Context: an optimization exercise on an open-source flow, tuned for small area. The choices shown serve that exercise and are no tape-out recipe.
Only simulation tests tie the RTL to the original design; equivalence was not proved.
No activity file was given, so power comes from the tool's default toggle rates.

<file path="design/flow/flow/run.sh">
#!/bin/bash
# Layout flow: the standard flow (standard.sh) with
#  - port buffers of the smallest buffer cell,
#  - clock tree synthesis with small clusters of clkbuf_4 and no dummy loads.
# Each tool's output goes to a log file in this folder.
set -euo pipefail
W=$PWD
cp -r "$FLOW_HOME/scripts" "$W/scripts"
cp "$W/flow/abc_area.script" "$W/scripts/abc_area.script"
bash standard.sh SCRIPTS_DIR="$W/scripts" ABC_AREA=1 \
  BUFFER_PORTS_ARGS="-buffer_cell sky130_fd_sc_hd__buf_1" \
  CTS_ARGS="-sink_clustering_enable -repair_clock_nets -dont_use_dummy_load -buf_list sky130_fd_sc_hd__clkbuf_4 -sink_clustering_size 8 -sink_clustering_max_diameter 40" \
  finish > standard.log 2>&1
</file>
<file path="design/flow/design.v">
module ai_new(input [8:0] a, input [8:0] p, input fk, output [8:0] mv);
    wire [8:0] e = ~(a | p);
    wire [7:0] ma = {((a[2] & a[4]) | (a[2] & a[6]) | (a[4] & a[6])), ((a[0] & a[4]) | (a[0] & a[8]) | (a[4] & a[8])), ((a[2] & a[5]) | (a[2] & a[8]) | (a[5] & a[8])), ((a[1] & a[4]) | (a[1] & a[7]) | (a[4] & a[7])), ((a[0] & a[3]) | (a[0] & a[6]) | (a[3] & a[6])), ((a[6] & a[7]) | (a[6] & a[8]) | (a[7] & a[8])), ((a[3] & a[4]) | (a[3] & a[5]) | (a[4] & a[5])), ((a[0] & a[1]) | (a[0] & a[2]) | (a[1] & a[2]))};
    wire [7:0] mp = {((p[2] & p[4]) | (p[2] & p[6]) | (p[4] & p[6])), ((p[0] & p[4]) | (p[0] & p[8]) | (p[4] & p[8])), ((p[2] & p[5]) | (p[2] & p[8]) | (p[5] & p[8])), ((p[1] & p[4]) | (p[1] & p[7]) | (p[4] & p[7])), ((p[0] & p[3]) | (p[0] & p[6]) | (p[3] & p[6])), ((p[6] & p[7]) | (p[6] & p[8]) | (p[7] & p[8])), ((p[3] & p[4]) | (p[3] & p[5]) | (p[4] & p[5])), ((p[0] & p[1]) | (p[0] & p[2]) | (p[1] & p[2]))};
    wire [7:0] oa = {(a[2] | a[4] | a[6]), (a[0] | a[4] | a[8]), (a[2] | a[5] | a[8]), (a[1] | a[4] | a[7]), (a[0] | a[3] | a[6]), (a[6] | a[7] | a[8]), (a[3] | a[4] | a[5]), (a[0] | a[1] | a[2])};
    wire [7:0] op = {(p[2] | p[4] | p[6]), (p[0] | p[4] | p[8]), (p[2] | p[5] | p[8]), (p[1] | p[4] | p[7]), (p[0] | p[3] | p[6]), (p[6] | p[7] | p[8]), (p[3] | p[4] | p[5]), (p[0] | p[1] | p[2])};
    wire [7:0] wa = ma & ~op;           
    wire [7:0] wp = mp & ~oa;           
    wire [7:0] sa = oa & ~ma & ~op;     
    wire [7:0] sp = op & ~mp & ~oa;     
    function [8:0] forks;               
        input [7:0] s; input [8:0] e;
        begin
            forks[0] = e[0] & ((s[0] & s[3]) | (s[0] & s[6]) | (s[3] & s[6]));
            forks[1] = e[1] & s[0] & s[4];
            forks[2] = e[2] & ((s[0] & s[5]) | (s[0] & s[7]) | (s[5] & s[7]));
            forks[3] = e[3] & s[1] & s[3];
            forks[4] = e[4] & ((s[1]|s[4]) & (s[6]|s[7]) | (s[1]&s[4]) | (s[6]&s[7]));
            forks[5] = e[5] & s[1] & s[5];
            forks[6] = e[6] & ((s[2] & s[3]) | (s[2] & s[7]) | (s[3] & s[7]));
            forks[7] = e[7] & s[2] & s[4];
            forks[8] = e[8] & ((s[2] & s[5]) | (s[2] & s[6]) | (s[5] & s[6]));
        end
    endfunction
    function [8:0] first1;
        input [8:0] v; integer i; reg seen;
        begin
            seen = 0;
            for (i = 0; i < 9; i = i + 1) begin
                first1[i] = v[i] & ~seen; seen = seen | v[i];
            end
        end
    endfunction
    function [15:0] first16;
        input [15:0] v; integer i; reg seen;
        begin
            seen = 0;
            for (i = 0; i < 16; i = i + 1) begin
                first16[i] = v[i] & ~seen; seen = seen | v[i];
            end
        end
    endfunction
    wire [15:0] fl = first16({wp, wa});
    wire [7:0] f = fl[7:0] | fl[15:8];
    wire [8:0] wcell = e & {f[2]|f[5]|f[6], f[2]|f[4], f[2]|f[3]|f[7], f[1]|f[5], f[1]|f[4]|f[6]|f[7],
                            f[1]|f[3], f[0]|f[5]|f[7], f[0]|f[4], f[0]|f[3]|f[6]};
    function [17:0] last18;
        input [17:0] v; integer i; reg seen;
        begin
            seen = 0;
            for (i = 17; i >= 0; i = i - 1) begin
                last18[i] = v[i] & ~seen; seen = seen | v[i];
            end
        end
    endfunction
    wire [17:0] fsel = last18({forks(sa, e), forks(sp, e)});
    wire [8:0] fcell = fsel[17:9] | fsel[8:0];
    wire [2:0] ga = {|a[8:6], |a[5:3], |a[2:0]};
    wire few = ~(((a[0] & a[1]) | (a[0] & a[2]) | (a[1] & a[2])) | ((a[3] & a[4]) | (a[3] & a[5]) | (a[4] & a[5])) | ((a[6] & a[7]) | (a[6] & a[8]) | (a[7] & a[8])) | ((ga[0] & ga[1]) | (ga[0] & ga[2]) | (ga[1] & ga[2])));
    wire [8:0] opening = e[4] ? 9'b000010000 : (a[3] | a[5] | p[3] | p[5]) ? 9'b000000010 : 9'b000001000;
    assign mv = few ? opening :
                (|{wa, wp}) ? wcell :
                (fk && |fcell) ? fcell :
                first1(e);
endmodule
module Top_Module (
    input clk,
    input rst,
    input [8:0] sw,
    input btnC, btnU, btnD, btnL, btnR,
    output [15:0] led,
    output [7:0] seg,
    output [3:0] an,
    output [4:0] screen_state,
    output [17:0] grid_state,
    output turn,
    output ai_waiting,
    output [1:0] game_status_pvp,
    output [1:0] game_status_pvp_final,
    output [1:0] game_status_ai,
    output [1:0] ai_level
    );
    localparam HOME = 3'd0, MS_PVP = 3'd1, MS_AI = 3'd2, PVP = 3'd3,
               PVP_RESULT = 3'd4, PVP_FINAL = 3'd7, AI = 3'd5, AI_RESULT = 3'd6;
    reg [4:0] c25;  reg s25;
    reg [5:0] c50;  reg s50;
    reg [6:0] c100; reg s100;
    reg [7:0] c250; reg s250;
    reg [8:0] c500; reg s500;
    wire w25 = (c25 == 5'd0);
    wire w50 = (c50 == 6'd0);
    wire w100 = (c100 == 7'd0);
    wire w250 = (c250 == 8'd0);
    wire w500 = (c500 == 9'd0);
    wire rise25_d = (c25 == 5'd18) & s25;   
    wire rise100 = w100 & ~s100;
    wire rise250 = w250 & ~s250;
    wire tick_d = (c500 == 9'd388) & s500;  
    always @(posedge clk) begin
        c25 <= (rst | w25) ? 5'd18 : {c25[3:0], ~(c25[4] ^ c25[1])};
        c50 <= (rst | w50) ? 6'd50 : {c50[4:0], ~(c50[5] ^ c50[0])};
        c100 <= (rst | w100) ? 7'd5 : {c100[5:0], ~(c100[6] ^ c100[2])};
        c250 <= (rst | w250) ? 8'd18 : {c250[6:0], ~(c250[7] ^ c250[6] ^ c250[1] ^ c250[0])};
        c500 <= (rst | w500) ? 9'd388 : {c500[7:0], ~(c500[8] ^ c500[3])};
        if (rst) begin
            s25 <= 0; s50 <= 0; s100 <= 0; s250 <= 0; s500 <= 0;
        end else begin
            s25 <= s25 ^ w25; s50 <= s50 ^ w50; s100 <= s100 ^ w100;
            s250 <= s250 ^ w250; s500 <= s500 ^ w500;
        end
    end
    reg [1:0] jc, idx;
    wire seg_rise = (jc == 2'b00);
    wire [1:0] nidx = {idx[0], ~idx[1]};
    always @(posedge clk) begin
        jc <= rst ? 2'b10 : {jc[0], ~jc[1]};
        if (rst) idx <= 2'b10;
        else if (seg_rise) idx <= nidx;
    end
    wire idx0 = (idx == 2'b00), idx1 = (idx == 2'b01), idx2 = (idx == 2'b11), idx3 = (idx == 2'b10);
    wire deb_C, deb_U, deb_D, deb_L;
    debouncer dC (clk, rst, btnC, deb_C);
    debouncer dU (clk, rst, btnU, deb_U);
    debouncer dD (clk, rst, btnD, deb_D);
    debouncer dL (clk, rst, btnL, deb_L);
    localparam [13:0] CZ = 14'd3988, C5K = 14'd128, C10K = 14'd289;
    reg [2:0] state;
    reg grid_reset_flag, general_reset;
    reg [1:0] level;
    reg [13:0] count;
    reg [1:0] gr_p, gr_a;
    wire [1:0] win_result;
    wire sw0 = (sw == 9'd0);
    wire c5k = (count == C5K);
    wire c10k = (count == C10K);
    wire [13:0] count_step = {count[12:0], ~(count[13] ^ count[0])};
    wire grid_reset_any = grid_reset_flag ||
        (!rst && (state == HOME || state == MS_PVP || state == MS_AI ||
                  (state == PVP_RESULT && win_result == 2'b00 && c5k) ||
                  ((state == PVP_FINAL || state == AI_RESULT) && c10k)));
    reg [2:0] ns;
    always @(*) begin
        ns = state;
        if (rst) ns = HOME;
        else case (state)
            HOME:   ns = (deb_C && sw0) ? MS_PVP : HOME;
            MS_PVP: ns = (deb_C && sw0) ? PVP : deb_L ? HOME : deb_D ? MS_AI : MS_PVP;
            MS_AI:  ns = (deb_C && sw0) ? AI : deb_L ? HOME : deb_U ? MS_PVP : MS_AI;
            PVP:    ns = deb_L ? MS_PVP : (gr_p == 2'b00) ? PVP : PVP_RESULT;
            PVP_RESULT: ns = (win_result != 2'b00) ? PVP_FINAL : c5k ? PVP : PVP_RESULT;
            PVP_FINAL:  ns = c10k ? MS_PVP : PVP_FINAL;
            AI:     ns = deb_L ? MS_AI : (gr_a == 2'b00) ? AI : AI_RESULT;
            AI_RESULT: ns = (c10k && gr_a == 2'b01) ? ((level == 2'b10) ? MS_AI : AI) :
                            (c10k && gr_a[1]) ? AI : AI_RESULT;
            default: ns = state;
        endcase
    end
    always @(posedge clk) begin
        state <= ns;
        if (rst) begin
            grid_reset_flag <= 0;
            general_reset <= 0;
            level <= 0;
            count <= CZ;
        end else case (state)
            HOME: begin
                general_reset <= 1; grid_reset_flag <= 1; level <= 0;
            end
            MS_PVP, MS_AI: begin
                general_reset <= 1; grid_reset_flag <= 1;
            end
            PVP, AI: begin
                general_reset <= 0; grid_reset_flag <= 0;
            end
            PVP_RESULT: begin
                general_reset <= 0;
                if (win_result == 2'b00) begin
                    if (c5k) begin count <= CZ; grid_reset_flag <= 1; end
                    else count <= count_step;
                end
            end
            PVP_FINAL: begin
                general_reset <= 0;
                if (c10k) begin count <= CZ; grid_reset_flag <= 1; end
                else count <= count_step;
            end
            AI_RESULT: begin
                general_reset <= 0;
                if (c10k) begin
                    count <= CZ; grid_reset_flag <= 1;
                    if (gr_a == 2'b01) level <= (level == 2'b10) ? 2'b00 : level + 2'd1;
                    else if (gr_a == 2'b10) level <= 0;
                end else count <= count_step;
            end
        endcase
    end
    function [17:0] spread;    
        input [8:0] m;
        input [1:0] v;
        integer k;
        begin
            for (k = 0; k < 9; k = k + 1) spread[2*k +: 2] = m[k] ? v : 2'b00;
        end
    endfunction
    function haswin;
        input [8:0] a;
        begin
            haswin = (a[0]&a[1]&a[2]) | (a[3]&a[4]&a[5]) | (a[6]&a[7]&a[8]) |
                     (a[0]&a[3]&a[6]) | (a[1]&a[4]&a[7]) | (a[2]&a[5]&a[8]) |
                     (a[0]&a[4]&a[8]) | (a[2]&a[4]&a[6]);
        end
    endfunction
    function onehot9;          
        input [8:0] v;
        reg [2:0] any, many;
        begin
            any = {|v[8:6], |v[5:3], |v[2:0]};
            many = {(v[8]&v[7]) | (v[8]&v[6]) | (v[7]&v[6]),
                    (v[5]&v[4]) | (v[5]&v[3]) | (v[4]&v[3]),
                    (v[2]&v[1]) | (v[2]&v[0]) | (v[1]&v[0])};
            onehot9 = (|any) & ~(|many) & ~((any[0]&any[1]) | (any[0]&any[2]) | (any[1]&any[2]));
        end
    endfunction
    localparam [3:0] P0 = 4'd6, P8 = 4'd0;
    function [3:0] pstep;
        input [3:0] p;
        pstep = {p[2:0], ~(p[3] ^ p[2])};
    endfunction
    function [8:0] pdec;      
        input [3:0] p;
        begin
            pdec[0] = (p == 4'd6);
            pdec[1] = (p == 4'd12);
            pdec[2] = (p == 4'd9);
            pdec[3] = (p == 4'd2);
            pdec[4] = (p == 4'd5);
            pdec[5] = (p == 4'd10);
            pdec[6] = (p == 4'd4);
            pdec[7] = (p == 4'd8);
            pdec[8] = (p == 4'd0);
        end
    endfunction
    reg [17:0] grid_p;
    reg [8:0] sel_p;
    reg turn_p;           
    reg win_p;
    reg blink_p;
    reg [3:0] pos_p;      
    reg win_pd;
    wire [8:0] xs_p = {grid_p[16], grid_p[14], grid_p[12], grid_p[10], grid_p[8], grid_p[6], grid_p[4], grid_p[2], grid_p[0]};
    wire [8:0] os_p = {grid_p[17], grid_p[15], grid_p[13], grid_p[11], grid_p[9], grid_p[7], grid_p[5], grid_p[3], grid_p[1]};
    wire [8:0] conf_p = xs_p | os_p;
    wire oh_p = onehot9(sel_p);
    wire full_p = &conf_p;
    wire rst_gp = rst || grid_reset_any || btnR;
    always @(posedge clk) begin
        if (rst_gp) begin
            grid_p <= 0; sel_p <= 0; gr_p <= 0; turn_p <= 0;
        end else if (win_p) begin
            gr_p <= turn_p ? 2'b01 : 2'b10;
        end else if (full_p) begin
            gr_p <= 2'b11;
        end else if (btnC && oh_p) begin
            grid_p <= grid_p | spread(sel_p, turn_p ? 2'b10 : 2'b01);
            turn_p <= ~turn_p;
            sel_p <= 0;
        end else begin
            sel_p <= sw & ~conf_p;
        end
        if (rst || grid_reset_any) win_p <= 0;
        else win_p <= haswin(xs_p) | haswin(os_p);
        win_pd <= win_p;
        if (rise25_d) pos_p <= (!win_pd || pos_p == P8) ? P0 : pstep(pos_p);
        if (rise100) blink_p <= (gr_p == 2'b11) ? ~blink_p : 1'b0;
    end
    localparam [10:0] WC2000 = 11'd1838, WC5 = 11'd1984;
    reg [17:0] grid_a;
    reg [8:0] sel_a;
    reg ai_turn;          
    reg aw, start_ai;
    reg [10:0] wc;
    reg win_a;
    reg blink_a;
    reg [3:0] pos_a;
    reg win_ad;
    reg [3:0] rnd;        
    wire [8:0] ps_a = {grid_a[16], grid_a[14], grid_a[12], grid_a[10], grid_a[8], grid_a[6], grid_a[4], grid_a[2], grid_a[0]};
    wire [8:0] as_a = {grid_a[17], grid_a[15], grid_a[13], grid_a[11], grid_a[9], grid_a[7], grid_a[5], grid_a[3], grid_a[1]};
    wire [8:0] conf_a = ps_a | as_a;
    wire oh_a = onehot9(sel_a);
    wire full_a = &conf_a;
    wire [8:0] rnd_oh = pdec(rnd);
    wire [8:0] ai_oh;
    ai_new ai_move (as_a, ps_a, level[1], ai_oh);
    wire lvl0 = (level == 2'd0);
    wire [8:0] mv_oh = (lvl0 && conf_a != 9'd0) ? rnd_oh : ai_oh;
    wire mv_taken = lvl0 && |(conf_a & rnd_oh);
    wire rst_ga = rst || grid_reset_any;
    always @(posedge clk) begin
        rnd <= (rst || rnd == P8) ? P0 : pstep(rnd);
        if (rst_ga) begin
            grid_a <= 0; sel_a <= 0; gr_a <= 0; ai_turn <= 1; aw <= 0;    
            start_ai <= !rst;
        end else if (win_a) begin
            gr_a <= ai_turn ? 2'b01 : 2'b10;
        end else if (full_a) begin
            gr_a <= 2'b11;
        end else begin
            if (aw) begin
                if (wc != 0) begin wc <= {wc[9:0], ~(wc[10] ^ wc[1])}; start_ai <= 0; end
                else start_ai <= 1;
            end else start_ai <= 0;
            if (!ai_turn) begin
                if (btnC && oh_a) begin
                    grid_a <= grid_a | spread(sel_a, 2'b01);
                    ai_turn <= 1;
                    sel_a <= 0;
                    aw <= 1;
                    wc <= WC2000;
                end else sel_a <= sw & ~conf_a;
            end else if (start_ai) begin
                if (mv_taken) begin
                    aw <= 1; wc <= WC5; start_ai <= 1;
                end else begin
                    grid_a <= grid_a | spread(mv_oh, 2'b10);
                    aw <= 0;
                    ai_turn <= 0;
                end
            end
        end
        if (rst_ga) win_a <= 0;
        else win_a <= haswin(ps_a) | haswin(as_a);
        win_ad <= win_a;
        if (rise25_d) pos_a <= (!win_ad || pos_a == P8) ? P0 : pstep(pos_a);
        if (rise100) blink_a <= (gr_a == 2'b11) ? ~blink_a : 1'b0;
    end
    wire ns_pvp = (ns == PVP) || (ns == PVP_RESULT) || (ns == PVP_FINAL);
    wire ns_ai = (ns == AI) || (ns == AI_RESULT);
    wire l_zero = ~(ns_pvp | ns_ai) | grid_reset_any | (~ns_ai & btnR);
    wire l_run = ns_ai ? (gr_a == 2'b01) : win_p;
    wire l_all = ns_ai & (gr_a == 2'b10);
    wire l_alt = ns_ai ? (gr_a == 2'b11) : full_p;
    wire [3:0] l_pos = ns_ai ? pos_a : pos_p;
    wire l_blink = ns_ai ? blink_a : blink_p;
    wire [8:0] l_conf = ns_ai ? conf_a : conf_p;
    wire [8:0] l_sel = ns_ai ? sel_a : sel_p;
    reg [8:0] led_r;
    always @(posedge clk)
        led_r <= l_zero ? 9'd0 :
                 l_run ? pdec(l_pos) :
                 l_all ? {9{s100}} :
                 l_alt ? (l_blink ? 9'b111100000 : 9'b000001111) :
                 l_conf | (s50 ? l_sel : 9'd0);
    reg [1:0] prev_p;
    reg round_done;
    reg [1:0] xsc, osc;      
    reg [1:0] xsd, osd;      
    reg [1:0] cap_s;         
    always @(posedge clk) begin
        prev_p <= gr_p;
        round_done <= (prev_p != gr_p);
        if (rst || general_reset) begin
            xsc <= 0; osc <= 0;
        end else if (round_done) begin
            if (gr_p == 2'b01) xsc <= xsc + 2'd1;
            else if (gr_p == 2'b10) osc <= osc + 2'd1;
        end
        if (rst) begin xsd <= 0; osd <= 0; end
        else begin xsd <= xsc; osd <= osc; end
        if (seg_rise) cap_s <= nidx[1] ? xsd : osd;
    end
    assign win_result = (xsd == 2'd3) ? 2'b01 : (osd == 2'd3) ? 2'b10 : 2'b00;
    localparam [3:0] DZ = 4'd11, D5 = 4'd5, D9 = 4'd0;
    function [3:0] dstep;
        input [3:0] d;
        dstep = {d[2:0], ~(d[3] ^ d[2])};
    endfunction
    reg tr;           
    reg rq;           
    reg hold, hold_d;
    reg blk, blk_cap;
    reg [3:0] t_s, t_ts, t_m, t_tm;
    reg [3:0] cap_t;
    always @(posedge clk) begin
        tr <= !rst && (general_reset || grid_reset_flag);
        rq <= rst || tr;
        hold <= !rst && (gr_a != 2'b00);
        hold_d <= hold;
        if (rst) blk <= 0;
        else if (rise250) blk <= hold ? ~blk : 1'b0;
        if (rq || tr) begin
            t_s <= DZ; t_ts <= DZ; t_m <= DZ; t_tm <= DZ;
        end else if (tick_d && !hold_d &&
                     !(t_tm == D9 && t_m == D9 && t_ts == D5 && t_s == D9)) begin
            t_s <= (t_s == D9) ? DZ : dstep(t_s);
            if (t_s == D9) begin
                t_ts <= (t_ts == D5) ? DZ : dstep(t_ts);
                if (t_ts == D5) begin
                    t_m <= (t_m == D9) ? DZ : dstep(t_m);
                    if (t_m == D9) t_tm <= dstep(t_tm);
                end
            end
        end
        if (seg_rise) begin
            case (nidx)
                2'b00: cap_t <= t_tm;
                2'b01: cap_t <= t_m;
                2'b11: cap_t <= t_ts;
                default: cap_t <= t_s;
            endcase
            blk_cap <= blk;
        end
    end
    function [6:0] seg7;
        input [3:0] n;
        reg [9:0] d;
        integer k;
        begin
            d[0] = (n == 4'd11);
            d[1] = (n == 4'd6);
            d[2] = (n == 4'd12);
            d[3] = (n == 4'd9);
            d[4] = (n == 4'd2);
            d[5] = (n == 4'd5);
            d[6] = (n == 4'd10);
            d[7] = (n == 4'd4);
            d[8] = (n == 4'd8);
            d[9] = (n == 4'd0);
            seg7[0] = d[1] | d[4];
            seg7[1] = d[5] | d[6];
            seg7[2] = d[2];
            seg7[3] = d[1] | d[4] | d[7];
            seg7[4] = d[1] | d[3] | d[4] | d[5] | d[7] | d[9];
            seg7[5] = d[1] | d[2] | d[3] | d[7];
            seg7[6] = d[0] | d[1] | d[7];
        end
    endfunction
    function [6:0] seg7s;      
        input [1:0] n;
        reg [3:0] d;
        begin
            d = {n == 2'd3, n == 2'd2, n == 2'd1, n == 2'd0};
            seg7s[0] = d[1];
            seg7s[1] = 1'b0;
            seg7s[2] = d[2];
            seg7s[3] = d[1];
            seg7s[4] = d[1] | d[3];
            seg7s[5] = d[1] | d[2] | d[3];
            seg7s[6] = d[0] | d[1];
        end
    endfunction
    wire scr_pvp = (state == PVP) || (state == PVP_RESULT) || (state == PVP_FINAL);
    wire scr_ai = (state == AI) || (state == AI_RESULT);
    wire [7:0] seg_p = idx0 ? 8'b10100011 :
                       idx2 ? 8'b10001001 :
                       {idx3, seg7s(cap_s)};
    wire [7:0] seg_a = {~idx1, seg7(cap_t)};
    wire [3:0] an_pat = {~idx0, ~idx1, ~idx2, ~idx3};
    assign seg = scr_pvp ? seg_p : scr_ai ? seg_a : 8'hff;
    assign an = an_pat | {4{~(scr_pvp | scr_ai) | (scr_ai & blk_cap)}};
    assign led = {7'd0, led_r};
    assign screen_state = {2'b00, state};
    assign grid_state = scr_pvp ? (grid_p | (oh_p ? spread(sel_p, 2'b11) : 18'd0)) :
                        scr_ai ? (grid_a | (oh_a ? spread(sel_a, 2'b11) : 18'd0)) : 18'd0;
    assign turn = scr_pvp & turn_p;
    assign ai_waiting = aw;
    assign game_status_pvp = gr_p;
    assign game_status_pvp_final = win_result;
    assign game_status_ai = gr_a;
    assign ai_level = level;
endmodule
module debouncer (
    input clk,
    input rst,
    input btn,
    output pulse
);
    localparam [7:0] LOAD = 8'd130;
    reg btn_prev;
    reg [7:0] hold;
    assign pulse = (hold == LOAD);    
    always @(posedge clk) begin
        if (rst) begin
            btn_prev <= 0; hold <= 0;
        end else begin
            btn_prev <= btn;
            if (hold != 0) hold <= {hold[6:0], ~(hold[7] ^ hold[4])};
            else if (btn && !btn_prev) hold <= LOAD;
        end
    end
endmodule
</file>
<file path="design/flow/constraint.sdc">
create_clock -name core_clock -period 10.0 [get_ports {clk}]
set_input_delay 2.0000 -clock core_clock [delete_from_list [all_inputs] [get_ports {clk}]]
set_output_delay 2.0000 -clock core_clock [all_outputs]
set_load 0.01 [all_outputs]
</file>
<file path="design/flow/flow/abc_area.script">
strash
&get -n
&deepsyn -T 60
&put
&get -n
&st
&dch -f
&nf -a -F 8 -A 4 -p
&put
topo
stime -c
</file>
<file path="design/flow/standard.sh">
#!/bin/bash
# synth_recipe.tcl (not shown) runs the flow's synth.tcl, then flattens the netlist and writes it again
# the make line also repeats each setting of config.mk as NAME=value (left out here)
make -C /OpenROAD-flow-scripts/flow DESIGN_CONFIG=/design/flow/config.mk WORK_HOME=/design/flow/orfs CLKGATE_MAP_FILE= SYNTH_SCRIPT=/design/flow/synth_recipe.tcl "${@:-finish}"
</file>
<file path="design/flow/config.mk">
export PLATFORM = sky130hd
export DESIGN_NAME = Top_Module
export DESIGN_NICKNAME = Top_Module
export VERILOG_FILES = /design/flow/design.v
export SDC_FILE = /design/flow/constraint.sdc
export NUM_CORES = 8
export LEC_CHECK = 0
export CAP_MARGIN = 20
export CORE_MARGIN = 2
export CORE_UTILIZATION = 60
export PLACE_DENSITY = 0.7
export SLEW_MARGIN = 20
</file>
==> results of run 1 <==
registers in the layout (all words and copies together) (netlist names), 4 cells and up:
signal   count
t_m          4
cap_t        4
dU.hold      8
t_ts         4
c100         7
pos_a        4
c25          5
c500         9
sel_a        9
t_s          4
sel_p        9
c250         8
grid_p      18
count       14
c50          6
pos_p        4
dC.hold      8
dL.hold      8
grid_a      18
t_tm         4
dD.hold      8
rnd          4
wc          11
led_r        9
through the flow:
| stage | power [W] | hold WS [ps] | setup slack (ps) | area, um^2 | utilization |
|---|---|---|---|---|---|
| floorplan | 0.001119 | 331.1 | 4450 | 11290 | - |
| global placement | 0.001146 | 370.2 | 4451 | 11850 | 0.6376 |
| detailed placement | 0.001148 | 369.3 | 4435 | 11850 | 0.6376 |
| CTS | 0.001622 | 341.4 | 4715 | 12130 | 0.6529 |
| global route | 0.001677 | 362.3 | 4394 | 12140 | 0.6536 |
| finish | 0.001605 | 339.1 | 4677 | 12140 | 0.6536 |
cell type report:
class	instances	share of cell area
multi-input combinational	983	0.4897
sequential	240	0.4195
timing repair buffer	78	0.02782
clock buffer	38	0.02349
antenna	1	0.0002061
tap	234	0.02411
inverter	49	0.01515
power by group through the flow:
stage	logic [W]	clock network (W)	registers, W
floorplan	0.0000713	0	0.00105
global placement	0.0000923	0	0.00105
detailed placement	0.0000942	0	0.00105
CTS	0.0000947	0.000495	0.00103
global route	0.000108	0.000532	0.00104
finish	0.0000943	0.000479	0.00103
cell families after synthesis:
| kind of cell | after synthesis |
|---|---|
| flops | 240 |
| compound gates | 357 |
| other cells | 1 |
| mux | 5 |
| simple gates | 569 |
| buf+inv | 59 |
| xor+xnor | 19 |
| fa+ha+maj | 24 |
path summary, 6_finish.rpt:
kind / slack, ps / end / cells after the start / start
setup / recovery: 4680 / grid_state[0] / 9 / state[2]
hold reg to reg: 340 / hold_d / 0 / hold
hold / removal: 340 / hold_d / 0 / hold
setup reg to reg: 4810 / grid_a[9] / 15 / grid_a[13]
layer usage:
layer	part of all wire	track usage
met4	0.040	0.1411
met2	0.42	0.4809
met5	0	0
met1	0.44	0.4391
met3	0.10	0.07643
cells in the mapped netlist, types with 17 or more instances:
cell type,instances
sky130_fd_sc_hd__a21oi_1,68
sky130_fd_sc_hd__a22o_1,31
sky130_fd_sc_hd__a22oi_1,35
sky130_fd_sc_hd__a32o_1,20
sky130_fd_sc_hd__clkinv_1,49
sky130_fd_sc_hd__dfxtp_1,211
sky130_fd_sc_hd__edfxtp_1,29
sky130_fd_sc_hd__nand2_1,126
sky130_fd_sc_hd__nand2b_1,31
sky130_fd_sc_hd__nand3_1,17
sky130_fd_sc_hd__nor2_1,142
sky130_fd_sc_hd__nor2b_1,77
sky130_fd_sc_hd__nor3_1,55
sky130_fd_sc_hd__nor4_1,23
sky130_fd_sc_hd__o21ai_0,67
critical path: cells and delay by family, from the launching register on:
family          cells  cell delay [ps]
compound gates      2              500
flops               1              760
simple gates        4              760
buf+inv             3              680
==> metrics.cfg, run 1 <==
[status]
run_status = timing/DRC/antenna clean

[cts]
clk_pin_slew_ps = 80
cts_resized = 0
clkLatencyLatePin_ps = 650
post_cts_buffers = 0
cts_inserted_buffers = 38
postCtsHoldBufs = 0
tritoncts = done
clock_sinks = 240
cts_max_level = 2
cts-root-buf = sky130_fd_sc_hd__clkbuf_4
clock_tree.buffer_depth = 3

[final_layout]
layout_cells_sized_above_1 = 0.03818
final-seq-area_mm2 = 0.005095
layout_common_cells = sky130_fd_sc_hd__dfxtp_1, sky130_fd_sc_hd__nor2_1, sky130_fd_sc_hd__nand2_1
area_growth_pct = 7.892
layout_commonest_cell = sky130_fd_sc_hd__dfxtp_1
nFillCells = 1676
multi_input_area_mm2 = 0.005947
final_cell_count_no_fill = 1623
nNetsFinal = 1418

[critical_path]
cp_max_fo = 26
crit_required_ps = 8000
timing.setup.critical_path_class = reg2out
end_kind = output pin
critPathArrivalTime_ps = 3320
timing.critical_path.cells = nand2b_1 > o21ai_2 > buf_4 > nor2b_1 > buf_4 > and2_0 > a22oi_1 > nand2_1 > buf_1
cpPeakStageDelay_ps = 760
crit_path_start_kind = flip-flop
slowest_stage = sky130_fd_sc_hd__dfxtp_1
worst_path_most_repeated_cell = sky130_fd_sc_hd__buf_4

[floorplanning]
die_area_mm2 = 0.01987
top_ports = 77
placementRows = 50
start_util = 0.6058
die_y_um = 141.0
core-area_mm2 = 0.01858
die-width_um = 141.0

[pwr]
power_frac_comb = 0.059
p_sw_frac = 0.2377
cell_internal_pwr_w = 0.001223
power.share.sequential = 0.643
power.net_switching_w = 0.0003815
vdd_drop_max_mv = 0.1316
cellLeakagePower_nw = 4.216
power_density_mw_per_mm2 = 132.2
clockPowerShare = 0.298

[sta]
final-max-slew-violation-count = 0
min_period_over_period = 0.5323
report.final.hold_viol_count = 0
rsz0062_at_grt = false
skew_ps = 96.84
maxClockFrequency_ghz = 0.1878
max_transition_margin = 0.2923
setup_violations = 0
final_period_minus_worst_setup_slack_ps = 5323
final_layout_setup_total_negative_slack_ps = 0
tightestPinTransition_ps = 1053

[global_route]
antenna_found_initial = 1
gr-total-overflow = 0
first_global_vias = 9732
grt_first_pass_wirelength_um = 50780
grt_usage = 0.3192
maximum_number_of_pins_on_one_net_before_global_route_repair = 60

[logic_synthesis]
simple_gate_share_of_the_synthesized_area = 0.2568
cell_types_occupying_the_most_area_after_synthesis = sky130_fd_sc_hd__dfxtp_1, sky130_fd_sc_hd__edfxtp_1, sky130_fd_sc_hd__nor2_1
postSynth.asyncResetShare = 0
synth_cell_types = 69
synth_top_cell_by_area = sky130_fd_sc_hd__dfxtp_1
synthXorXnorAreaFrac = 0.01478
synth_adder_area_share = 0.02401
synth_compound_area_frac = 0.2238
postSynthRegisterBits = 240
seq_area_frac_synth = 0.4526
yosys_warnings = 3
dominant_combinational_cell_family_by_area_after_synthesis = simple AND/OR/NAND/NOR gates
ys_dominant_reg_cell = sky130_fd_sc_hd__dfxtp_1
synth_enable_flop_cells = 29
synth.avg_cell_area_um2 = 8.835
post_synth_mux_area_share = 0.004669
synth_area_mm2 = 0.01126
area_share_of_the_leading_cell_type_in_the_synthesized_netlist = 0.3753
synthCells = 1274

[min_path]
timing.hold.worst.class = reg2reg

[detailed_routing]
firstDrtPassIters = 9
post-route-drc-count = 0
drt-initial-drc-count = 1033
final_wl_um = 32120
detail_route.vias_per_cell = 6.414
antenna_left = 0
drt-wirelength-per-cell_um = 19.79
via_count = 10410

[place]
gp_congestion = 0.9601
numPortBuffers = 67
post-place-cells = 1584
dp_hpwl_um = 23190

[flow_run]
max_cap_viol_count = 0

==> run 2: changes to the inputs <==
--- a/design/flow/flow/run.sh
+++ b/design/flow/flow/run.sh
@@ -1,4 +1,6 @@
 #!/bin/bash
 # Layout flow: the standard flow (standard.sh) with
+#  - an area-oriented ABC mapping script (flow/abc_area.script) in a private
+#    copy of the ORFS scripts; registers are mapped before ABC, as usual,
 #  - port buffers of the smallest buffer cell,
 #  - clock tree synthesis with small clusters of clkbuf_4 and no dummy loads.
==> design/flow/flow/abc_area.script (replaced) <==
strash
balance
rewrite
refactor
balance
rewrite
rewrite -z
balance
refactor -z
rewrite -z
balance
dch -f
map -a
topo
stime -c
==> run 2 against run 1 <==
Effect of this change:
- via count up 18%
- clock power up 3%
- clock skew down 29 ps
- sequential share of layout area is 2.5 points lower
- still clean on timing, DRC and antenna
- hold slack better by 38 ps
- routed wire length up 12%
- clock-buffer cell count increased by 1
- setup slack got worse by 240 ps
==> metrics.cfg, run 2 <==
[status]
run_status = timing/DRC/antenna clean

[critical_path]
timing.setup.critical_path_class = in2reg
slowest_stage = sky130_fd_sc_hd__nand2_1
timing.critical_path.cells = buf_1 > nor4_1 > nand2_1 > nor3_1 > clkinv_1 > o31ai_1 > nor2_1 > o21ai_0 > nand3_1 > o21a_1 > nand2_1 > clkinv_1 > nand2_1 > nor2_1 > nor2_1 > clkinv_1 > o21ai_0 > a21oi_1
path_depth = 18  ; +9
crit_required_ps = 10490  ; +2490 ps
crit_path_start_kind = input port
critPathArrivalTime_ps = 6050  ; +2730 ps
cpPeakStageDelay_ps = 560  ; -200 ps
critical_path.n_buffers_inverters = 4  ; +1
end_kind = flip-flop
crit_family = simple AND/OR/NAND/NOR gates
cp_max_fo = 26  ; unchanged
rr_worst_depth = 26  ; +11

[logic_synthesis]
synth_enable_flop_cells = 29  ; unchanged
postSynthRegisterBits = 240  ; unchanged
synth_top_cell_by_area = sky130_fd_sc_hd__dfxtp_1
ys_dominant_reg_cell = sky130_fd_sc_hd__dfxtp_1
area_share_of_the_leading_cell_type_in_the_synthesized_netlist = 0.3509  ; -0.02442
yosys.cell_count.top_type = sky130_fd_sc_hd__clkinv_1
synth_cell_types = 44  ; -36%
cell_types_occupying_the_most_area_after_synthesis = sky130_fd_sc_hd__dfxtp_1, sky130_fd_sc_hd__clkinv_1, sky130_fd_sc_hd__nor2_1
synthTopCellsByCount = sky130_fd_sc_hd__clkinv_1, sky130_fd_sc_hd__nor2_1, sky130_fd_sc_hd__dfxtp_1, sky130_fd_sc_hd__nand2_1, sky130_fd_sc_hd__a21oi_1
seq_area_frac_synth = 0.4232  ; -0.02945
postSynth.asyncResetShare = 0  ; unchanged
synth.avg_cell_area_um2 = 7.044  ; -20%
synth_area_mm2 = 0.01204  ; +7.0%
yosys_warnings = 3  ; unchanged
synthCells = 1709  ; +34%

[floorplanning]
start_util = 0.6145  ; +0.008758
die-width_um = 145.7  ; +3.3%
core-area_mm2 = 0.01959  ; +5.4%
placementRows = 51  ; +2.0%
die_area_mm2 = 0.02121  ; +6.8%
top_ports = 77  ; unchanged
die_y_um = 145.7  ; +3.3%

[cts]
clk_pin_slew_ps = 80  ; about the same
clock_sinks = 240  ; unchanged
cts_max_level = 2  ; unchanged
postCtsHoldBufs = 0  ; unchanged
clkLatencyLatePin_ps = 630  ; -20 ps
cts-root-buf = sky130_fd_sc_hd__clkbuf_4
post_cts_buffers = 0  ; unchanged
cts_resized = 0  ; unchanged
clock_tree.buffer_depth = 3  ; unchanged
tritoncts = done
cts_inserted_buffers = 39  ; +2.6%

[pwr]
clockPowerShare = 0.284  ; -0.014
cell_internal_pwr_w = 0.001268  ; +3.6%
power_density_mw_per_mm2 = 134.4  ; +1.7%
p_sw_frac = 0.2695  ; +0.03185
vdd_drop_max_mv = 0.1402  ; +6.5%
cellLeakagePower_nw = 4.427  ; +5.0%
totalPowerFinal_w = 0.001735  ; +8.1%
power_frac_comb = 0.102  ; +0.043
power.share.sequential = 0.614  ; -0.029
power.net_switching_w = 0.0004677  ; +23%

[sta]
maxClockFrequency_ghz = 0.1799  ; -4.2%
skew_ps = 68.29  ; -28.55 ps
max_transition_margin = 0.2690  ; -0.02329
final_layout_setup_total_negative_slack_ps = 0  ; unchanged
tightestPinTransition_ps = 1092  ; +39.89 ps
setup_violations = 0  ; unchanged
final_period_minus_worst_setup_slack_ps = 5560  ; +236.2 ps
final-max-slew-violation-count = 0  ; unchanged
rsz0062_at_grt = false
min_period_over_period = 0.5560  ; +0.02362
report.final.hold_viol_count = 0  ; unchanged

[detailed_routing]
firstDrtPassIters = 5  ; -4
post-route-drc-count = 0  ; unchanged
final_wl_um = 35970  ; +12%
detail_route.vias_per_cell = 5.883  ; -8.3%
drt-initial-drc-count = 891  ; -14%
drt-wirelength-per-cell_um = 17.26  ; -13%
via_count = 12260  ; +18%
antenna_left = 0  ; unchanged

[final_layout]
area_growth_pct = 7.244
layout_common_cells = sky130_fd_sc_hd__clkinv_1, sky130_fd_sc_hd__nor2_1, sky130_fd_sc_hd__dfxtp_1
layout_cells_sized_above_1 = 0.04015  ; +0.001970
nFillCells = 1835  ; +9.5%
layout_commonest_cell = sky130_fd_sc_hd__clkinv_1
biggestRegsByFlops = grid_a: 18 flops, grid_p: 18 flops, count: 14 flops
nNetsFinal = 1848  ; +30%
final_util = 0.6591  ; +0.005463

[global_route]
maximum_number_of_pins_on_one_net_before_global_route_repair = 71  ; +18%
grt_first_pass_wirelength_um = 57300  ; +13%
grt_usage = 0.3316  ; +0.01243
antenna_found_initial = 1  ; unchanged
first_global_vias = 11270  ; +16%
gr-total-overflow = 0  ; unchanged

[min_path]
holdPathStages = 0  ; unchanged
timing.hold.worst.class = reg2reg

[place]
dp_hpwl_um = 27630  ; +19%
gp_congestion = 1.028  ; +7.0%
numPortBuffers = 67  ; unchanged

[flow_run]
max_cap_viol_count = 0  ; unchanged

## run 2: cell count changes after synthesis, sizes merged, moves of 71 or more
cell | previous run | this run
nor2b | 77 | 0
nor2 | 142 | 293
o21ai | 67 | 138
a21oi | 68 | 162
nand3 | 17 | 91
clkinv | 49 | 301
## run 2: worst register-to-register path, stage by stage (launching register included)
cell and delay [ps]:
sky130_fd_sc_hd__dfxtp_1 420, sky130_fd_sc_hd__clkinv_1 250, sky130_fd_sc_hd__a21oi_1 260, sky130_fd_sc_hd__clkinv_1 140, sky130_fd_sc_hd__nand3_1 200, sky130_fd_sc_hd__o21ai_0 130
sky130_fd_sc_hd__nand2_1 120, sky130_fd_sc_hd__clkinv_1 110, sky130_fd_sc_hd__nor2_1 130, sky130_fd_sc_hd__nand3_1 100, sky130_fd_sc_hd__a31oi_1 200, sky130_fd_sc_hd__clkinv_1 110
sky130_fd_sc_hd__nor2_1 130, sky130_fd_sc_hd__nand2_1 80, sky130_fd_sc_hd__nor4_1 340, sky130_fd_sc_hd__nand2_1 140, sky130_fd_sc_hd__nor4_1 380, sky130_fd_sc_hd__nand2_1 90
sky130_fd_sc_hd__nor2_1 140, sky130_fd_sc_hd__a22oi_1 130, sky130_fd_sc_hd__nand4_1 150, sky130_fd_sc_hd__nand2_1 200, sky130_fd_sc_hd__clkinv_1 180, sky130_fd_sc_hd__nor3_1 70
sky130_fd_sc_hd__o221a_2 250, sky130_fd_sc_hd__o21ai_0 450, sky130_fd_sc_hd__a21oi_1 140
## run 2: power groups by stage
stage          Sequential, W  Combinational, W  Clock, W
6_report             0.00107          0.000177  0.000493
5_1_grt              0.00107          0.000204  0.000539
4_1_cts              0.00106          0.000177  0.000502
3_5_place_dp         0.00109          0.000176         0
3_3_place_gp         0.00108          0.000172         0
2_1_floorplan        0.00108          0.000135         0
## run 2: kinds of logic (layout without fill, tap and decap cells)
logic type	Yosys count	count (layout)	share of synthesized area
AO/OA/AOI/OAI	426	426	0.2035
other	1	10	0.0003115
flip-flops	240	240	0.4232
XOR/XNOR	7	7	0.005093
buffers and inverters	311	412	0.1001
AND/OR/NAND/NOR	712	712	0.2554
adder cells (fa/ha/maj)	12	12	0.01247
## run 2: final timing paths
kind | start | to | slack [ps]
setup / recovery | sw[5] | led_r[0] | 4440
hold / removal | hold | hold_d | 380
setup reg to reg | grid_a[17] | grid_a[5] | 4790
hold reg to reg | hold | hold_d | 380
## run 2: layout make-up
cell class / count / area (um^2) / share of cell area
flip-flops and latches: 240 / 5095 / 0.3946
multi-input cells: 1166 / 5769 / 0.4468
inverters: 301 / 1130 / 0.08751
clock buffers: 39 / 292.8 / 0.02268
repair buffers: 72 / 290.3 / 0.02248
well taps: 265 / 331.6 / 0.02568
diodes: 1 / 2.502 / 0.0001938
## run 2: layer usage
layer / up-vias / part of all wire / wire (um) / global-route usage
li1: 6016 / - / - / -
met4: 0 / 0.059 / 2137 / 0.1946
met3: 131 / 0.074 / 2669 / 0.06458
met1: 5599 / 0.41 / 14720 / 0.4143
met5: - / 0 / 0 / 0
met2: 515 / 0.46 / 16440 / 0.5363
## run 2: through the flow
| step | worst slack (ps) | cells | hold slack (ps) | instance area (um^2) |
|---|---|---|---|---|
| global placement | 4125 | 2044 | 347.1 | 12620 |
| detailed placement | 3973 | 2044 | 356.5 | 12620 |
| global route | 3958 | 2084 | 385.6 | 12910 |
| CTS | 4576 | 2083 | 378.1 | 12910 |
| finish | 4440 | 2084 | 377.3 | 12910 |
| floorplan | 4919 | 1717 | 331.1 | 12070 |
==> run 3: changes to the inputs <==
--- a/design/flow/design.v
+++ b/design/flow/design.v
@@ -134,4 +134,6 @@
     wire c5k = (count == C5K);
     wire c10k = (count == C10K);
+    wire scr_pvp = (state == PVP) || (state == PVP_RESULT) || (state == PVP_FINAL);
+    wire scr_ai = (state == AI) || (state == AI_RESULT);
     wire [13:0] count_step = {count[12:0], ~(count[13] ^ count[0])};
     wire grid_reset_any = grid_reset_flag ||
@@ -274,5 +276,5 @@
         if (rise100) blink_p <= (gr_p == 2'b11) ? ~blink_p : 1'b0;
     end
-    localparam [10:0] WC2000 = 11'd1838, WC5 = 11'd1984;
+    localparam [10:0] WC2000 = 11'd1838;
     reg [17:0] grid_a;
     reg [8:0] sel_a;
@@ -321,5 +323,5 @@
             end else if (start_ai) begin
                 if (mv_taken) begin
-                    aw <= 1; wc <= WC5; start_ai <= 1;
+                    aw <= 1; start_ai <= 1;
                 end else begin
                     grid_a <= grid_a | spread(mv_oh, 2'b10);
@@ -335,7 +337,7 @@
         if (rise100) blink_a <= (gr_a == 2'b11) ? ~blink_a : 1'b0;
     end
-    wire ns_pvp = (ns == PVP) || (ns == PVP_RESULT) || (ns == PVP_FINAL);
-    wire ns_ai = (ns == AI) || (ns == AI_RESULT);
-    wire l_zero = ~(ns_pvp | ns_ai) | grid_reset_any | (~ns_ai & btnR);
+    wire ns_ai = scr_ai;
+    wire l_zero = rst | ~(scr_pvp | scr_ai) | grid_reset_any | (scr_pvp & btnR) |
+                  (deb_L & (state == PVP || state == AI));
     wire l_run = ns_ai ? (gr_a == 2'b01) : win_p;
     wire l_all = ns_ai & (gr_a == 2'b10);
@@ -450,6 +452,4 @@
         end
     endfunction
-    wire scr_pvp = (state == PVP) || (state == PVP_RESULT) || (state == PVP_FINAL);
-    wire scr_ai = (state == AI) || (state == AI_RESULT);
     wire [7:0] seg_p = idx0 ? 8'b10100011 :
                        idx2 ? 8'b10001001 :
--- a/design/flow/flow/run.sh
+++ b/design/flow/flow/run.sh
@@ -1,6 +1,4 @@
 #!/bin/bash
 # Layout flow: the standard flow (standard.sh) with
-#  - an area-oriented ABC mapping script (flow/abc_area.script) in a private
-#    copy of the ORFS scripts; registers are mapped before ABC, as usual,
 #  - port buffers of the smallest buffer cell,
 #  - clock tree synthesis with small clusters of clkbuf_4 and no dummy loads.
==> design/flow/flow/abc_area.script (replaced) <==
strash
&get -n
&deepsyn -T 60
&put
&get -n
&st
&dch -f
&nf -a -F 8 -A 4 -p
&put
topo
stime -c
==> run 3 against run 2 <==
Effect of this change:
- maximum frequency decreased by 11%
- hold slack improved by 21 ps
- synthesized area decreased by 7.6%
- cell count decreased by 24%
- setup slack got worse by 700 ps
- non-clock buffer count decreased by 2
- routed wire length decreased by 11%
- combinational power decreased by about 50%
- still clean on timing, DRC and antenna
==> metrics.cfg, run 3 <==
[logic_synthesis]
synth_cell_types = 66  ; +50%
synth_top_cell_by_area = sky130_fd_sc_hd__dfxtp_1
yosys.cell_count.top_type = sky130_fd_sc_hd__dfxtp_1
synthTopCellsByCount = sky130_fd_sc_hd__dfxtp_1, sky130_fd_sc_hd__nor2_1, sky130_fd_sc_hd__nand2_1, sky130_fd_sc_hd__a21oi_1, sky130_fd_sc_hd__o21ai_0
dominant_combinational_cell_family_by_area_after_synthesis = simple AND/OR/NAND/NOR gates
synth_area_mm2 = 0.01112  ; -7.6%
area_share_of_the_leading_cell_type_in_the_synthesized_netlist = 0.3799  ; +0.02902
synth_compound_area_frac = 0.2228  ; +0.01931
yosys_warnings = 3  ; unchanged
ys_dominant_reg_cell = sky130_fd_sc_hd__dfxtp_1
synth_adder_area_share = 0.02250  ; +0.01003
synth_enable_flop_cells = 29  ; unchanged
synthCells = 1239  ; -28%
synth.avg_cell_area_um2 = 8.975  ; +27%
simple_gate_share_of_the_synthesized_area = 0.2478  ; -0.007575
postSynthRegisterBits = 240  ; unchanged
synthXorXnorAreaFrac = 0.01339  ; +0.008298
postSynth.asyncResetShare = 0  ; unchanged
post_synth_mux_area_share = 0.01103  ; +0.01103
seq_area_frac_synth = 0.4582  ; +0.03500
cell_types_occupying_the_most_area_after_synthesis = sky130_fd_sc_hd__dfxtp_1, sky130_fd_sc_hd__edfxtp_1, sky130_fd_sc_hd__nor2_1

[cts]
clkLatencyLatePin_ps = 650  ; +20 ps
tritoncts = done
postCtsHoldBufs = 0  ; unchanged
cts-root-buf = sky130_fd_sc_hd__clkbuf_4
cts_resized = 0  ; unchanged
cts_inserted_buffers = 38  ; -2.6%
clock_tree.buffer_depth = 3  ; unchanged
cts_max_level = 2  ; unchanged
clock_sinks = 240  ; unchanged
clk_pin_slew_ps = 80  ; about the same
post_cts_buffers = 0  ; unchanged

[final_layout]
final_cell_count_no_fill = 1575  ; -24%
nFillCells = 1561  ; -15%
nNetsFinal = 1375  ; -26%
biggestRegsByFlops = grid_a: 18 flops, grid_p: 18 flops, count: 14 flops
layout_commonest_cell = sky130_fd_sc_hd__dfxtp_1
layout_common_cells = sky130_fd_sc_hd__dfxtp_1, sky130_fd_sc_hd__nor2_1, sky130_fd_sc_hd__nand2_1
area_growth_pct = 7.371
layout_cells_sized_above_1 = 0.03569  ; -0.004466

[global_route]
antenna_found_initial = 1  ; unchanged
grt_usage = 0.3184  ; -0.01322
gr-total-overflow = 0  ; unchanged
grt_first_pass_wirelength_um = 50470  ; -12%
first_global_vias = 9618  ; -15%
maximum_number_of_pins_on_one_net_before_global_route_repair = 90  ; +27%

[sta]
tightestPinTransition_ps = 1094  ; +2.029 ps
max_transition_margin = 0.2647  ; -0.004276
final_period_minus_worst_setup_slack_ps = 6263  ; +703.8 ps
maxClockFrequency_ghz = 0.1597  ; -11%
final_layout_setup_total_negative_slack_ps = 0  ; unchanged
setup_violations = 0  ; unchanged
min_period_over_period = 0.6263  ; +0.07038
final-max-slew-violation-count = 0  ; unchanged
skew_ps = 80.19  ; +11.90 ps
report.final.hold_viol_count = 0  ; unchanged
rsz0062_at_grt = false
post-route-worst-setup-slack_ps = 3737  ; -703.8 ps

[detailed_routing]
post-route-drc-count = 0  ; unchanged
firstDrtPassIters = 28  ; +23
final_wl_um = 31850  ; -11%
drt-initial-drc-count = 1185  ; +33%
via_count = 10430  ; -15%
detail_route.vias_per_cell = 6.622  ; +13%
drt-wirelength-per-cell_um = 20.22  ; +17%
antenna_left = 0  ; unchanged

[place]
numPortBuffers = 67  ; unchanged
gp_congestion = 0.9735  ; -5.3%
dp_hpwl_um = 22350  ; -19%
post-place-cells = 1536  ; -25%
post-place-ws_ps = 4452  ; +478.3 ps

[floorplanning]
core-area_mm2 = 0.01809  ; -7.7%
die_y_um = 140.1  ; -3.8%
die_area_mm2 = 0.01964  ; -7.4%
placementRows = 49  ; -3.9%
start_util = 0.6148  ; about the same
die-width_um = 140.1  ; -3.8%
top_ports = 77  ; unchanged

[critical_path]
end_kind = output pin
critPathArrivalTime_ps = 4260  ; -1790 ps
rr_worst_depth = 13  ; -50%
crit_required_ps = 8000  ; -2490 ps
timing.setup.critical_path_class = reg2out
crit_path_start_kind = flip-flop
cp_max_fo = 26  ; unchanged

[pwr]
power_density_mw_per_mm2 = 134.8  ; +0.29%
cellLeakagePower_nw = 4.022  ; -9.1%
vdd_drop_max_mv = 0.1235  ; -12%

[flow_run]
max_cap_viol_count = 0  ; unchanged

[min_path]
holdPathStages = 0  ; unchanged
timing.hold.worst.class = reg2reg

[status]
run_status = timing/DRC/antenna clean

[run 3: cell types whose count changed in the layout (fill, tap and decap cells not counted), moves of 60 or more]
cell	previous run	this run
sky130_fd_sc_hd__nand2_1	190	99
sky130_fd_sc_hd__a21oi_1	162	85
sky130_fd_sc_hd__clkinv_1	301	51
sky130_fd_sc_hd__nor2b_1	0	60
sky130_fd_sc_hd__o21ai_0	138	63
sky130_fd_sc_hd__nor2_1	293	150
sky130_fd_sc_hd__nand3_1	91	17
[run 3: cell families after synthesis]
group,after synthesis
adders and majority gates,22
DFF,240
xor gates and xnor gates,17
muxes,7
buffers and inverters,61
and+or+nand+nor,538
AOI/OAI and AO/OA,353
other,1
[run 3: final timing paths]
path / start / end / slack (ps)
max reg2reg: grid_a[16] / grid_a[17] / 4510
min: hold / hold_d / 400
max: state[2] / grid_state[11] / 3740
min reg2reg: hold / hold_d / 400
[run 3: critical path, stage by stage (launching register included)]
cell,delay [ps]
sky130_fd_sc_hd__dfxtp_1,560
sky130_fd_sc_hd__clkinv_1,310
sky130_fd_sc_hd__or3_1,390
sky130_fd_sc_hd__nand2_1,720
sky130_fd_sc_hd__nor2_4,340
sky130_fd_sc_hd__and2_0,470
sky130_fd_sc_hd__a22o_1,340
sky130_fd_sc_hd__a221o_1,330
sky130_fd_sc_hd__buf_1,160
[run 3: area by class of cell]
cell class                 instances  area, um^2  share of cell area
antenna                            1       2.502           0.0002096
clock buffer                      38       285.3             0.02389
inverter                          51       191.4             0.01603
multi-input combinational        946        5801              0.4858
sequential                       240        5095              0.4267
tap                              229       286.5             0.02400
timing repair buffer              70       277.8             0.02327
[run 3: per-layer routing]
| layer | vias up | share of wire | track usage | wire, um |
|---|---|---|---|---|
| li1 | 4870 | - | - | - |
| met1 | 4773 | 0.42 | 0.4350 | 13490 |
| met2 | 645 | 0.43 | 0.4859 | 13560 |
| met3 | 141 | 0.10 | 0.06359 | 3260 |
| met4 | 0 | 0.048 | 0.1568 | 1539 |
| met5 | - | 0 | 0 | 0 |
[run 3: stage by stage]
stage               hold WS [ps]  power [W]  area (um^2)  utilization
floorplan                  331.1   0.001115        11150            -
global placement           389.7   0.001140        11640       0.6437
detailed placement         389.0   0.001143        11640       0.6437
CTS                        394.1   0.001619        11930       0.6594
global route               383.6   0.001671        11940       0.6601
finish                     398.6   0.001609        11940       0.6601
[run 3: power by group]
group          total (W)  internal, W  switching, W
logic          0.0000882    0.0000389     0.0000492
registers        0.00103      0.00101     0.0000261
clock network   0.000488     0.000175      0.000312
total            0.00161      0.00122      0.000388
==> run 4: changes to the inputs <==
--- a/design/flow/design.v
+++ b/design/flow/design.v
@@ -1,66 +1,35 @@
 module ai_new(input [8:0] a, input [8:0] p, input fk, output [8:0] mv);
-    wire [8:0] e = ~(a | p);
-    wire [7:0] ma = {((a[2] & a[4]) | (a[2] & a[6]) | (a[4] & a[6])), ((a[0] & a[4]) | (a[0] & a[8]) | (a[4] & a[8])), ((a[2] & a[5]) | (a[2] & a[8]) | (a[5] & a[8])), ((a[1] & a[4]) | (a[1] & a[7]) | (a[4] & a[7])), ((a[0] & a[3]) | (a[0] & a[6]) | (a[3] & a[6])), ((a[6] & a[7]) | (a[6] & a[8]) | (a[7] & a[8])), ((a[3] & a[4]) | (a[3] & a[5]) | (a[4] & a[5])), ((a[0] & a[1]) | (a[0] & a[2]) | (a[1] & a[2]))};
-    wire [7:0] mp = {((p[2] & p[4]) | (p[2] & p[6]) | (p[4] & p[6])), ((p[0] & p[4]) | (p[0] & p[8]) | (p[4] & p[8])), ((p[2] & p[5]) | (p[2] & p[8]) | (p[5] & p[8])), ((p[1] & p[4]) | (p[1] & p[7]) | (p[4] & p[7])), ((p[0] & p[3]) | (p[0] & p[6]) | (p[3] & p[6])), ((p[6] & p[7]) | (p[6] & p[8]) | (p[7] & p[8])), ((p[3] & p[4]) | (p[3] & p[5]) | (p[4] & p[5])), ((p[0] & p[1]) | (p[0] & p[2]) | (p[1] & p[2]))};
-    wire [7:0] oa = {(a[2] | a[4] | a[6]), (a[0] | a[4] | a[8]), (a[2] | a[5] | a[8]), (a[1] | a[4] | a[7]), (a[0] | a[3] | a[6]), (a[6] | a[7] | a[8]), (a[3] | a[4] | a[5]), (a[0] | a[1] | a[2])};
-    wire [7:0] op = {(p[2] | p[4] | p[6]), (p[0] | p[4] | p[8]), (p[2] | p[5] | p[8]), (p[1] | p[4] | p[7]), (p[0] | p[3] | p[6]), (p[6] | p[7] | p[8]), (p[3] | p[4] | p[5]), (p[0] | p[1] | p[2])};
-    wire [7:0] wa = ma & ~op;           
-    wire [7:0] wp = mp & ~oa;           
-    wire [7:0] sa = oa & ~ma & ~op;     
-    wire [7:0] sp = op & ~mp & ~oa;     
-    function [8:0] forks;               
-        input [7:0] s; input [8:0] e;
-        begin
-            forks[0] = e[0] & ((s[0] & s[3]) | (s[0] & s[6]) | (s[3] & s[6]));
-            forks[1] = e[1] & s[0] & s[4];
-            forks[2] = e[2] & ((s[0] & s[5]) | (s[0] & s[7]) | (s[5] & s[7]));
-            forks[3] = e[3] & s[1] & s[3];
-            forks[4] = e[4] & ((s[1]|s[4]) & (s[6]|s[7]) | (s[1]&s[4]) | (s[6]&s[7]));
-            forks[5] = e[5] & s[1] & s[5];
-            forks[6] = e[6] & ((s[2] & s[3]) | (s[2] & s[7]) | (s[3] & s[7]));
-            forks[7] = e[7] & s[2] & s[4];
-            forks[8] = e[8] & ((s[2] & s[5]) | (s[2] & s[6]) | (s[5] & s[6]));
-        end
-    endfunction
-    function [8:0] first1;
-        input [8:0] v; integer i; reg seen;
-        begin
-            seen = 0;
-            for (i = 0; i < 9; i = i + 1) begin
-                first1[i] = v[i] & ~seen; seen = seen | v[i];
-            end
-        end
-    endfunction
-    function [15:0] first16;
-        input [15:0] v; integer i; reg seen;
-        begin
-            seen = 0;
-            for (i = 0; i < 16; i = i + 1) begin
-                first16[i] = v[i] & ~seen; seen = seen | v[i];
-            end
-        end
-    endfunction
-    wire [15:0] fl = first16({wp, wa});
-    wire [7:0] f = fl[7:0] | fl[15:8];
-    wire [8:0] wcell = e & {f[2]|f[5]|f[6], f[2]|f[4], f[2]|f[3]|f[7], f[1]|f[5], f[1]|f[4]|f[6]|f[7],
-                            f[1]|f[3], f[0]|f[5]|f[7], f[0]|f[4], f[0]|f[3]|f[6]};
-    function [17:0] last18;
-        input [17:0] v; integer i; reg seen;
-        begin
-            seen = 0;
-            for (i = 17; i >= 0; i = i - 1) begin
-                last18[i] = v[i] & ~seen; seen = seen | v[i];
-            end
-        end
-    endfunction
-    wire [17:0] fsel = last18({forks(sa, e), forks(sp, e)});
-    wire [8:0] fcell = fsel[17:9] | fsel[8:0];
-    wire [2:0] ga = {|a[8:6], |a[5:3], |a[2:0]};
-    wire few = ~(((a[0] & a[1]) | (a[0] & a[2]) | (a[1] & a[2])) | ((a[3] & a[4]) | (a[3] & a[5]) | (a[4] & a[5])) | ((a[6] & a[7]) | (a[6] & a[8]) | (a[7] & a[8])) | ((ga[0] & ga[1]) | (ga[0] & ga[2]) | (ga[1] & ga[2])));
-    wire [8:0] opening = e[4] ? 9'b000010000 : (a[3] | a[5] | p[3] | p[5]) ? 9'b000000010 : 9'b000001000;
-    assign mv = few ? opening :
-                (|{wa, wp}) ? wcell :
-                (fk && |fcell) ? fcell :
-                first1(e);
+    wire [3:0] mb;
+    assign mb[0] = (~a[1] & a[4] & ~p[5]) |
+        (~a[2] & p[0] & ~p[7] & ~fk) |
+        (~a[3] & a[4] & ~p[7]) |
+        (~a[1] & a[8] & p[0]) |
+        (p[0] & p[6] & ~p[7]) |
+        (~a[7] & p[6] & p[8]);
+    assign mb[1] = (a[1] & p[0] & ~p[6]) |
+        (a[1] & ~p[7]) |
+        (a[3] & ~a[6] & ~p[2] & p[5] & ~p[6] & fk) |
+        (a[3] & ~a[6] & ~a[7] & p[5] & p[8]) |
+        (a[0] & a[7]) |
+        (~a[3] & a[4] & ~p[3] & ~p[5]) |
+        (a[1] & ~a[2] & fk) |
+        (a[0] & ~a[3] & ~p[2]) |
+        (a[6] & p[0]) |
+        (a[0] & ~a[1] & ~p[6]);
+    assign mb[2] = (a[1] & ~p[7]) |
+        (a[2] & a[3] & ~p[6]) |
+        (~a[4]) |
+        (a[3] & ~p[5]) |
+        (~a[0] & a[1] & p[2]) |
+        (a[0] & ~a[1] & ~p[6]) |
+        (~a[7] & p[6] & p[8]) |
+        (a[2] & p[0] & ~p[6]) |
+        (a[3] & ~a[6] & ~p[0] & ~p[2] & ~p[6] & ~p[8] & fk);
+    assign mb[3] = (a[0] & ~a[3] & p[2]) |
+        (a[1] & a[2] & a[3] & ~p[8]) |
+        (~a[0] & ~a[1] & ~a[6] & ~a[8] & p[2] & p[5]) |
+        (a[0] & ~a[1] & p[6] & ~p[8]) |
+        (~a[2] & a[3] & ~a[8] & p[5] & p[6] & fk);
+    assign mv = 9'd1 << mb;
 endmodule
 module Top_Module (
--- a/design/flow/flow/run.sh
+++ b/design/flow/flow/run.sh
@@ -1,4 +1,6 @@
 #!/bin/bash
 # Layout flow: the standard flow (standard.sh) with
+#  - no adder extraction before ABC (ADDER_MAP_FILE empty), so ABC also
+#    optimises the few adders,
 #  - port buffers of the smallest buffer cell,
 #  - clock tree synthesis with small clusters of clkbuf_4 and no dummy loads.
@@ -9,4 +11,5 @@
 cp "$W/flow/abc_area.script" "$W/scripts/abc_area.script"
 bash standard.sh SCRIPTS_DIR="$W/scripts" ABC_AREA=1 \
+  ADDER_MAP_FILE= \
   BUFFER_PORTS_ARGS="-buffer_cell sky130_fd_sc_hd__buf_1" \
   CTS_ARGS="-sink_clustering_enable -repair_clock_nets -dont_use_dummy_load -buf_list sky130_fd_sc_hd__clkbuf_4 -sink_clustering_size 8 -sink_clustering_max_diameter 40" \
==> run 4 against run 3 <==
Effect of this change:
- still clean on timing, DRC and antenna
- flip-flop and latch count did not move
- critical path depth fell by 1
- maximum frequency rose by 19%
- synthesized area fell by 8.5%
- via count fell by 15%
- hold slack got worse by 23 ps
- total power fell by 0.29%
- sequential power barely moved
- register-to-register slack improved by 1800 ps
==> metrics.cfg, run 4 <==
[status]
run_status = timing/DRC/antenna clean

[floorplanning]
core-area_mm2 = 0.01658  ; -8.3%
die_area_mm2 = 0.01802  ; -8.2%
placementRows = 47  ; -4.1%
start_util = 0.6139  ; -0.0009521
die-width_um = 134.3  ; -4.2%
die_y_um = 134.3  ; -4.2%
top_ports = 77  ; unchanged

[critical_path]
critPathArrivalTime_ps = 3280  ; -980 ps
critical_path.n_buffers_inverters = 1  ; -1
slowest_stage = sky130_fd_sc_hd__dfxtp_1
crit_path_start_kind = flip-flop
worst_path_most_repeated_cell = sky130_fd_sc_hd__nand2_1
timing.setup.critical_path_class = reg2out
path_depth = 7  ; -1
end_kind = output pin
timing.critical_path.cells = nor2_1 > nand2_1 > nand2_1 > and2_0 > a22o_1 > a221o_1 > buf_1
cp_max_fo = 24  ; -7.7%
rr_worst_depth = 7  ; -6

[detailed_routing]
firstDrtPassIters = 6  ; -79%
drt-wirelength-per-cell_um = 18.75  ; -7.3%
final_wl_um = 26230  ; -18%
detail_route.vias_per_cell = 6.362  ; -3.9%
antenna_left = 0  ; unchanged
via_count = 8900  ; -15%
post-route-drc-count = 0  ; unchanged
drt-initial-drc-count = 1013  ; -15%

[cts]
clock_tree.buffer_depth = 3  ; unchanged
postCtsHoldBufs = 0  ; unchanged
cts_max_level = 2  ; unchanged
clkLatencyLatePin_ps = 620  ; -30 ps
tritoncts = done
cts_inserted_buffers = 38  ; unchanged

[global_route]
antenna_found_initial = 1  ; unchanged
first_global_vias = 8161  ; -15%
gr-total-overflow = 0  ; unchanged
grt_usage = 0.2856  ; -0.03282

[pwr]
power_density_mw_per_mm2 = 145.8  ; +8.2%
vdd_drop_max_mv = 0.1229  ; -0.47%

[logic_synthesis]
yosys_warnings = 2  ; -1
simple_gate_share_of_the_synthesized_area = 0.2221  ; -0.02568
synth_top_cell_by_area = sky130_fd_sc_hd__dfxtp_1
area_share_of_the_leading_cell_type_in_the_synthesized_netlist = 0.4149  ; +0.03507
post_synth_mux_area_share = 0.01217  ; +0.001141
ys_dominant_reg_cell = sky130_fd_sc_hd__dfxtp_1
synthTopCellsByCount = sky130_fd_sc_hd__dfxtp_1, sky130_fd_sc_hd__nor2_1, sky130_fd_sc_hd__nand2_1, sky130_fd_sc_hd__nor2b_1, sky130_fd_sc_hd__a21oi_1
yosys.cell_count.top_type = sky130_fd_sc_hd__dfxtp_1
synth_cell_types = 62  ; -6.1%
postSynth.asyncResetShare = 0  ; unchanged
dominant_combinational_cell_family_by_area_after_synthesis = compound AO/OA/AOI/OAI gates
synth_compound_area_frac = 0.2236  ; +0.0007769
synthXorXnorAreaFrac = 0.01893  ; +0.005538
synthCells = 1069  ; -14%
postSynthRegisterBits = 240  ; unchanged
synth_adder_area_share = 0.0009833  ; -0.02152

[final_layout]
layout_common_cells = sky130_fd_sc_hd__dfxtp_1, sky130_fd_sc_hd__nor2_1, sky130_fd_sc_hd__nand2_1
layout_commonest_cell = sky130_fd_sc_hd__dfxtp_1
nNetsFinal = 1196  ; -13%
area_growth_pct = 8.113

[sta]
final_layout_setup_total_negative_slack_ps = 0  ; unchanged
setup_violations = 0  ; unchanged
skew_ps = 38.98  ; -41.22 ps
final.hold.worst_slack_ps = 375.2  ; -23.37 ps
report.final.hold_viol_count = 0  ; unchanged
rsz0062_at_grt = false

[min_path]
timing.hold.worst.class = reg2reg
holdPathStages = 0  ; unchanged

[flow_run]
max_cap_viol_count = 0  ; unchanged

[place]
dp_hpwl_um = 18560  ; -17%
numPortBuffers = 67  ; unchanged
gp_congestion = 0.9948  ; +2.2%

==> run 4: cell count changes after synthesis, moves of 12 or more <==
| cell | previous run | this run |
|---|---|---|
| sky130_fd_sc_hd__a21oi_1 | 85 | 55 |
| sky130_fd_sc_hd__o21ai_0 | 63 | 49 |
| sky130_fd_sc_hd__or3_1 | 22 | 8 |
| sky130_fd_sc_hd__nor2_1 | 151 | 101 |
| sky130_fd_sc_hd__ha_1 | 12 | 0 |
| sky130_fd_sc_hd__clkinv_1 | 51 | 38 |
| sky130_fd_sc_hd__a22oi_1 | 5 | 32 |
| sky130_fd_sc_hd__nor3_1 | 54 | 33 |
==> run 4: where the power goes <==
| group | switching, W | internal [W] | total (W) |
|---|---|---|---|
| sequential | 0.0000265 | 0.00101 | 0.00103 |
| clock | 0.000306 | 0.000175 | 0.000481 |
| combinational | 0.0000507 | 0.0000394 | 0.0000901 |
| total | 0.000383 | 0.00122 | 0.00160 |
==> run 4: logic make-up (layout without fill, tap and decap cells) <==
group	count (synthesis)	after routing
AO/OA/AOI/OAI	314	314
XOR/XNOR	22	22
adder cells (fa/ha/maj)	1	1
buffers and inverters	48	149
flip-flops	240	240
multiplexers	7	7
other	1	10
AND/OR/NAND/NOR	436	436
==> run 4: metal layers <==
layer  up-vias  GRT usage  wire, um
li1       4269          -         -
met1      4153     0.3848     11480
met2       396     0.4563     11990
met3        82    0.06085      2003
met4         0     0.1018       755
met5         -          0         0
==> run 4: through the flow <==
step | utilization | area (um^2) | power (W) | worst slack [ps] | cells
floorplan | - | 10210 | 0.001117 | 5168 | 1077
global placement | 0.6463 | 10720 | 0.001144 | 5491 | 1360
detailed placement | 0.6463 | 10720 | 0.001146 | 5450 | 1360
CTS | 0.6635 | 11000 | 0.001618 | 4765 | 1398
global route | 0.6636 | 11010 | 0.001678 | 4497 | 1399
finish | 0.6636 | 11010 | 0.001605 | 4719 | 1399
==> run 4: cell type report <==
cell class / count / area [um^2]
Clock buffer: 38 / 285.3
Antenna cell: 1 / 2.502
Sequential cell: 240 / 5095
Multi-Input combinational cell: 789 / 4907
Timing Repair Buffer: 73 / 297.8
Tap cell: 220 / 275.3
Inverter: 38 / 142.6
Fill cell: 1452 / 5578
==> run 4: path summary, 6_finish.rpt <==
| path | from | endpoint | slack (ps) |
|---|---|---|---|
| max | state[0] | grid_state[6] | 4720 |
| min | hold | hold_d | 380 |
| max reg2reg | count[10] | led_r[8] | 6320 |
| min reg2reg | hold | hold_d | 380 |

static timing again, ports no longer ideal:
Ports are ideal in the flow. The routed layouts listed here were re-timed in OpenROAD. Step 1 sets driving cells, clkbuf_16 on the clock port and buf_2 on the other inputs (assumed; they add their load-dependent delay and slew). Step 2 times the ports against the registers' clock, not the clock port: input delays grow and output delays shrink by t, the midpoint of the rising clock arrivals with the driver on. Three values: no drivers, after step 1, after step 2; two values: the first two.
run | shift t [ns] | setup WS [ns] | clock arrival spread, ns | pins driven straight from the clock port
run 1 | 0.645 | 4.677 / 4.634 / 4.358 | 0.103 / 0.103 | 1
run 2 | 0.645 | 4.440 / 4.464 / 3.820 | 0.068 / 0.069 | 1
run 3 | 0.643 | 3.737 / 3.699 / 4.342 | 0.080 / 0.080 | 1
run 4 | 0.634 | 4.719 / 4.682 / 5.316 | 0.047 / 0.048 | 1
After both steps every run listed still meets setup and hold. The setup slack of run 2, which loses most, moves by +0.024 ns with the drivers and by -0.620 ns with both steps.
